This design comes from an exercise in tuning for small area, a short achievable clock period and few clock cycles per item on the open sky130 flow, not from production work. The RTL was checked by simulation tests, not by an equivalence proof against the original design.

==> flow/design.v (outline; a module is shown in full before it is edited, if it fits) <==
// module geofence: 818 lines
module geofence ( clk,reset,X,Y,valid,is_inside);
  // ...
==> flow/run.sh <==
#!/bin/bash
# synth_recipe.tcl (not shown) runs the flow's synth.tcl, then flattens the netlist and writes it again
# the make line also repeats each setting of config.mk as NAME=value (left out here)
make -C /OpenROAD-flow-scripts/flow DESIGN_CONFIG=/design/flow/config.mk WORK_HOME=/design/flow/orfs CLKGATE_MAP_FILE= SYNTH_SCRIPT=/design/flow/synth_recipe.tcl finish
==> flow/config.mk <==
export PLATFORM = sky130hd
export DESIGN_NAME = geofence
export DESIGN_NICKNAME = geofence
export VERILOG_FILES = /design/flow/design.v
export SDC_FILE = /design/flow/constraint.sdc
export NUM_CORES = 4
export LEC_CHECK = 0
export CAP_MARGIN = 20
export CORE_MARGIN = 2
export CORE_UTILIZATION = 40
export SLEW_MARGIN = 20
==> flow/constraint.sdc <==
create_clock -name core_clock -period 11.0 [get_ports {clk}]
set_input_delay 2.2000 -clock core_clock [delete_from_list [all_inputs] [get_ports {clk}]]
set_output_delay 2.2000 -clock core_clock [all_outputs]
set_load 0.01 [all_outputs]
==> results.sh, run 1 <==
export IMPL_outcome="no timing/DRC/antenna violations"
export IMPL_routed_wire_length_per_instance_um=16.9
export IMPL_layout_buffering_overhead_excluding_clock_cells_pct=1.93
export IMPL_ctsResizeCount=0
export IMPL_number_of_signal_net_buffers_in_the_layout=38
export IMPL_detailedRoute_firstPassIterationCount=5
export IMPL_die_width_um=209
export IMPL_postLayoutSetupSlackWorst_ns=3.22
export IMPL_syn_area_sq_mm=0.0167
export IMPL_max_fo_critical_path=22
export IMPL_detailed_place_area_sq_mm=0.0175
export IMPL_synth_top_cell_area_share_pct=38.7
export IMPL_synth_top_family_by_area="adder cells"
export IMPL_share_of_the_synthesized_area_in_compound_gates_ao_oa_aoi_oai_pct=3.77
export IMPL_grtUsageMet2_pct=32.9
export IMPL_synth_commonest_cells="sky130_fd_sc_hd__inv_1, sky130_fd_sc_hd__fa_1, sky130_fd_sc_hd__nand2_1, sky130_fd_sc_hd__and2_1, sky130_fd_sc_hd__ha_1"
export IMPL_count_leader_synth="sky130_fd_sc_hd__inv_1"
export IMPL_tapcell_inserted=532
export IMPL_dp_cells=2265
export IMPL_synthesis_instances=1776
export IMPL_area_growth_synth_to_final_pct=6.13
export IMPL_setup_viol=0
export IMPL_route_detailed_drc=0
export IMPL_cts_buffers_inserted=9
export IMPL_fmax_mhz=129
export IMPL_synthSimpleGateAreaFrac_pct=15.0
export IMPL_synth_mux_area_fraction_pct=0
export IMPL_worstPathCellList="and2_1 -> fa_1 -> fa_1 -> inv_1 -> fa_1 -> inv_1 -> fa_1 -> fa_1 -> fa_1 -> inv_1 -> fa_1 -> inv_1 -> ha_1 -> nand2_1 -> o21ai_0 -> a211oi_1 -> o31ai_1 -> nor3b_1 -> a211oi_1 -> or3b_1 -> a21oi_2 -> buf_4"
export IMPL_syn_area_per_cell_sq_um=9.43
export IMPL_n_multi_input_combinational_cell=1153
export IMPL_cp_start_kind="flip-flop"
export IMPL_number_of_antenna_violations_at_the_first_check_in_global_routing=1
export IMPL_worst_r2r_setup_slack_ns=3.22
export IMPL_unrepaired_setup_endpoints_after_global_routing="false"
export IMPL_flop_and_latch_count_out_of_synthesis=99
export IMPL_critical_path_most_common_cell="sky130_fd_sc_hd__fa_1"
export IMPL_fin_worst_hold_slack_ns=0.490
Testbench counts, summed over its fixed seeds: cycles 21,600, items 2,400.
==> run 2: changes to the inputs <==
--- a/flow/design.v
+++ b/flow/design.v
@@ -785,18 +785,18 @@
     wire signed [10:0] dy = $signed({1'b0, Y}) - $signed({1'b0, oy});
     wire [9:0] ax = dx[10] ? -dx[9:0] : dx[9:0];
     wire [9:0] ay = dy[10] ? -dy[9:0] : dy[9:0];
     always @(posedge clk or posedge reset) begin
         if (reset) begin
             cnt <= 4'd0;
             valid <= 1'b0;
         end else begin
-            cnt <= (cnt == 4'd8) ? 4'd0 : cnt + 4'd1;
-            valid <= (cnt == 4'd7);
+            cnt <= valid ? 4'd0 : cnt + 4'd1;
+            valid <= !valid && ((cnt == 4'd7) || ((cnt == 4'd5 || cnt == 4'd6) && (full || to_full)));
         end
     end
     always @(posedge clk) begin
         if (cnt == 4'd0) begin
             ox <= X;
             oy <= Y;
         end
         wsx <= dx[10]; wmx <= ax; wzx <= (dx == 11'sd0);
==> flow/config.mk (replaced) <==
export PLATFORM = sky130hd
export DESIGN_NAME = geofence
export DESIGN_NICKNAME = geofence
export VERILOG_FILES = /design/flow/design.v
export SDC_FILE = /design/flow/constraint.sdc
export NUM_CORES = 4
export LEC_CHECK = 0
export CAP_MARGIN = 20
export CORE_MARGIN = 2
export CORE_UTILIZATION = 40
export SETUP_SLACK_MARGIN = 4.5
export SLEW_MARGIN = 20
==> results.sh, run 2 <==
export IMPL_timing_worst_setup_path_type="reg -> reg"
export IMPL_wire_length_of_the_first_global_routing_pass_mm=67.5
export IMPL_detailedRoute_firstPassIterationCount=5
export IMPL_max_fo_critical_path=6
export IMPL_synth_top_cell_area_share_pct=38.5
export IMPL_skew_ns=0.0108
export IMPL_initial_core_utilization_pct=40.4
export IMPL_syn_area_per_cell_sq_um=9.43
export IMPL_postSynth_asyncResetShare_pct=5.05
export IMPL_postLayoutSetupSlackWorst_ns=4.48
export IMPL_grt_ovfl_total=0
export IMPL_syn_area_sq_mm=0.0169
export IMPL_setup_viol=0
export IMPL_route_detailed_drc=0
export IMPL_area_growth_synth_to_final_pct=10.3
export IMPL_timing_max_cap_violations=0
export IMPL_endpoint_arrival_time_on_the_critical_path_ns=6.57
export IMPL_fmax_mhz=153
export IMPL_number_of_ports_placed_on_the_die_boundary=24
export IMPL_worst_r2r_setup_slack_ns=4.48
export IMPL_placementRows=75
export IMPL_ratio_of_final_minimum_period_to_clock_period_pct=59.2
export IMPL_cpPeakStageDelay_ns=0.54
export IMPL_flop_and_latch_count_out_of_synthesis=99
export IMPL_synth_xor_area_share_pct=4.00
export IMPL_avgViaCountPerCell=4.94
export IMPL_yosysTopAreaCell="sky130_fd_sc_hd__fa_1"
export IMPL_synthesis_instances=1788
export IMPL_number_of_antenna_violations_at_the_first_check_in_global_routing=0
export IMPL_worstPathCellList="buf_12 -> and2_4 -> fa_1 -> fa_2 -> inv_2 -> fa_2 -> inv_2 -> fa_2 -> inv_1 -> fa_2 -> inv_2 -> fa_1 -> inv_1 -> fa_1 -> inv_2 -> ha_4 -> xnor2_1 -> nor4_2 -> nand4_1 -> a21boi_2 -> a221o_1 -> a31oi_4 -> buf_4 -> nor2_4"
export IMPL_floorplan_die_area_sq_mm=0.0438
export IMPL_totalWireLength_mm=41.0
export IMPL_mostFrequentLayoutCells="sky130_fd_sc_hd__inv_1, sky130_fd_sc_hd__fa_1, sky130_fd_sc_hd__nand2_1"
export IMPL_drt_iter0_markers=666
export IMPL_hold_path_class="reg -> reg"
export IMPL_antenna_cells=0
export IMPL_unrepaired_setup_endpoints_after_global_routing="true"
export IMPL_postRouteAntennaNets=0
export IMPL_finalHoldViolCount=0
export IMPL_synth_commonest_cells="sky130_fd_sc_hd__inv_1, sky130_fd_sc_hd__fa_1, sky130_fd_sc_hd__nand2_1, sky130_fd_sc_hd__and2_1, sky130_fd_sc_hd__ha_1"
export IMPL_drive_gt1_share_pct=7.81
export IMPL_ys_flop_type="sky130_fd_sc_hd__edfxtp_1"
export IMPL_hold_fix_buffers_cts=0
export IMPL_grt_pass1_vias=12827
export IMPL_adder_and_majority_cell_fraction_of_the_synthesized_area_pct=49.3
export IMPL_data_required_critical_path_ns=11.06
export IMPL_ys_types=60
export IMPL_count_leader_synth="sky130_fd_sc_hd__inv_1"
export IMPL_setup_tns_final_ns=0
export IMPL_detailedPlace_worstSlack_ns=3.57
export IMPL_worst_skew_pair_late_latency_ns=0.35
export IMPL_cts_buffers_inserted=9
export IMPL_vias=11590
export IMPL_outcome="no timing/DRC/antenna violations"
export IMPL_synth_enable_flop_cells=69
export IMPL_crit_slowest_cell="sky130_fd_sc_hd__fa_2"
export IMPL_cts_htree_levels=3
export IMPL_synthSimpleGateAreaFrac_pct=15.6
export IMPL_fin_worst_hold_slack_ns=0.525
export IMPL_mostFrequentLayoutCell="sky130_fd_sc_hd__inv_1"
export IMPL_portBuffers=23
export IMPL_die_width_um=209
export IMPL_cts_path_max_buffers=2
export IMPL_fin_nets=2294
export IMPL_place_congestion=0.804
export IMPL_report_final_slew_viol_count=0
export IMPL_relSlewSlack_pct=34.2
export IMPL_core_area_sq_mm=0.0418
export IMPL_synth_top_family_by_area="adder cells"
export IMPL_cts_num_sinks=99
export IMPL_cts_tree="done"
export IMPL_routed_wire_length_per_instance_um=17.5
export IMPL_number_of_warning_messages_in_the_yosys_log=1
export IMPL_maximum_number_of_pins_on_one_net_before_global_route_repair=23
export IMPL_synth_mux_area_fraction_pct=0.119
export IMPL_synth_yosys_seq_area_share_pct=16.0
export IMPL_synth_top_area_cells="sky130_fd_sc_hd__fa_1, sky130_fd_sc_hd__edfxtp_1, sky130_fd_sc_hd__ha_1, sky130_fd_sc_hd__inv_1, sky130_fd_sc_hd__and2_1"
export IMPL_tightest_pin_transition_ns=0.987
export IMPL_gr_usage_all_layers_pct=19.9
export IMPL_syn_nets=2280
export IMPL_cts_root_buffer="sky130_fd_sc_hd__clkbuf_16"
export IMPL_final_period_minus_worst_setup_slack_ns=6.52
export IMPL_dp_hpwl_mm=30.6
export IMPL_clk_transition_reported_paths_ns=0.07
export IMPL_share_of_the_synthesized_area_in_compound_gates_ao_oa_aoi_oai_pct=3.25
export IMPL_cp_start_kind="flip-flop"
export IMPL_die_h_um=209
export IMPL_timing_critical_path_to_type="flip-flop"
-- run 2: changes by cell type in the layout (fill, tap and decap cells not counted), moves of 7 or more --
cell,change
sky130_fd_sc_hd__buf_4,+33
sky130_fd_sc_hd__fa_1,-9
sky130_fd_sc_hd__fa_2,+9
sky130_fd_sc_hd__ha_1,-8
sky130_fd_sc_hd__ha_4,+7
sky130_fd_sc_hd__nand2_1,-7
sky130_fd_sc_hd__nand4_1,+8
sky130_fd_sc_hd__nor3_1,-7
sky130_fd_sc_hd__nor4_1,-8
sky130_fd_sc_hd__o21ai_0,-11
sky130_fd_sc_hd__o21ai_1,+7
sky130_fd_sc_hd__xnor2_1,-10
sky130_fd_sc_hd__xor2_1,+11
-- run 2: layer usage --
layer  routed length (um)  up-vias  track usage, %
li1                     -     5284               -
met4                 1010        0            5.86
met3                 2500       57            2.81
met2                20300      351            34.2
met1                17200     5898            26.2
met5                    0        -               0
-- run 2: layout make-up --
cell class	instances	area, sq um
multi-input cells	1167	12500
clock inverters	6	81.3
fillers	4042	23100
inverters	444	1670
well taps	539	674
clock buffers	9	225
repair buffers	81	758
flip-flops and latches	99	2710
-- run 2: logic make-up (layout without fill, tap and decap cells) --
| kind of cell | count (synthesis) | after routing |
|---|---|---|
| flip-flops | 99 | 99 |
| XOR/XNOR | 77 | 77 |
| buffers and inverters | 527 | 540 |
| AO/OA/AOI/OAI | 86 | 86 |
| AND/OR/NAND/NOR | 527 | 532 |
| multiplexers | 2 | 2 |
| adder cells (fa/ha/maj) | 470 | 470 |
-- run 2: final timing paths --
kind,cells past startpoint,startpoint,endpoint
max in group asynchronous,2,reset,cnt[1]
setup reg to reg,24,wmy[7],lzx
hold reg to reg,0,wmy[8],lmy[8]
hold / removal,0,wmy[8],lmy[8]
setup / recovery,24,wmy[7],lzx
min in group asynchronous,2,reset,cnt[0]
-- run 2: critical path: cells and delay by family (launching register included) --
family          cells  cell delay (ns)
compound gates      3             0.90
fa+ha+maj           8             3.46
simple gates        4             0.75
buf+inv             8             0.67
flops               1             0.33
xor+xnor            1             0.13
-- run 2: stage by stage --
step / util, % / cell area [sq um] / cells
4_1_cts: 43.9 / 18300 / 2326
3_5_place_dp: 42.2 / 17600 / 2286
2_1_floorplan: - / 16900 / 1788
3_3_place_gp: 42.2 / 17600 / 2286
6_report: 44.6 / 18600 / 2345
5_1_grt: 44.6 / 18600 / 2345
-- run 2: timing repair --
item                       4_1_cts  5_1_grt
resized for setup               38       31
pin swaps                       16       21
setup endpoints to repair       51       51
hold endpoints to repair         0        0
cloned                           5        1
setup buffers                   20       17
Testbench counts of run 2, summed over its fixed seeds: cycles 20,369, items 2,400.

-- static timing again, ports no longer ideal --
No port has a modelled driver above. Below, the same layouts with a new extraction and two added sets of constraints.
Step 1 assumes that a clkbuf_16 drives the clock port and a buf_2 every other input.
Step 2 times the ports against the registers' clock, not the clock port: input delays grow and output delays shrink by t, the midpoint of the rising clock arrivals with the driver on.
a / b / c = no drivers / after step 1 / after step 2; a / b = the first two.
run	t (ns)	setup WS [ns]	slew at the worst register clock pin (ns)	worst slew at a driven data input, ns	cell pins on the clock port's net
run 1	0.385	3.222 / 3.222 / 3.222	0.07 / 0.07	0.03	1
run 2	0.385	4.484 / 4.484 / 4.484	0.07 / 0.07	0.04	1
After both steps setup and hold are still met in every run listed.
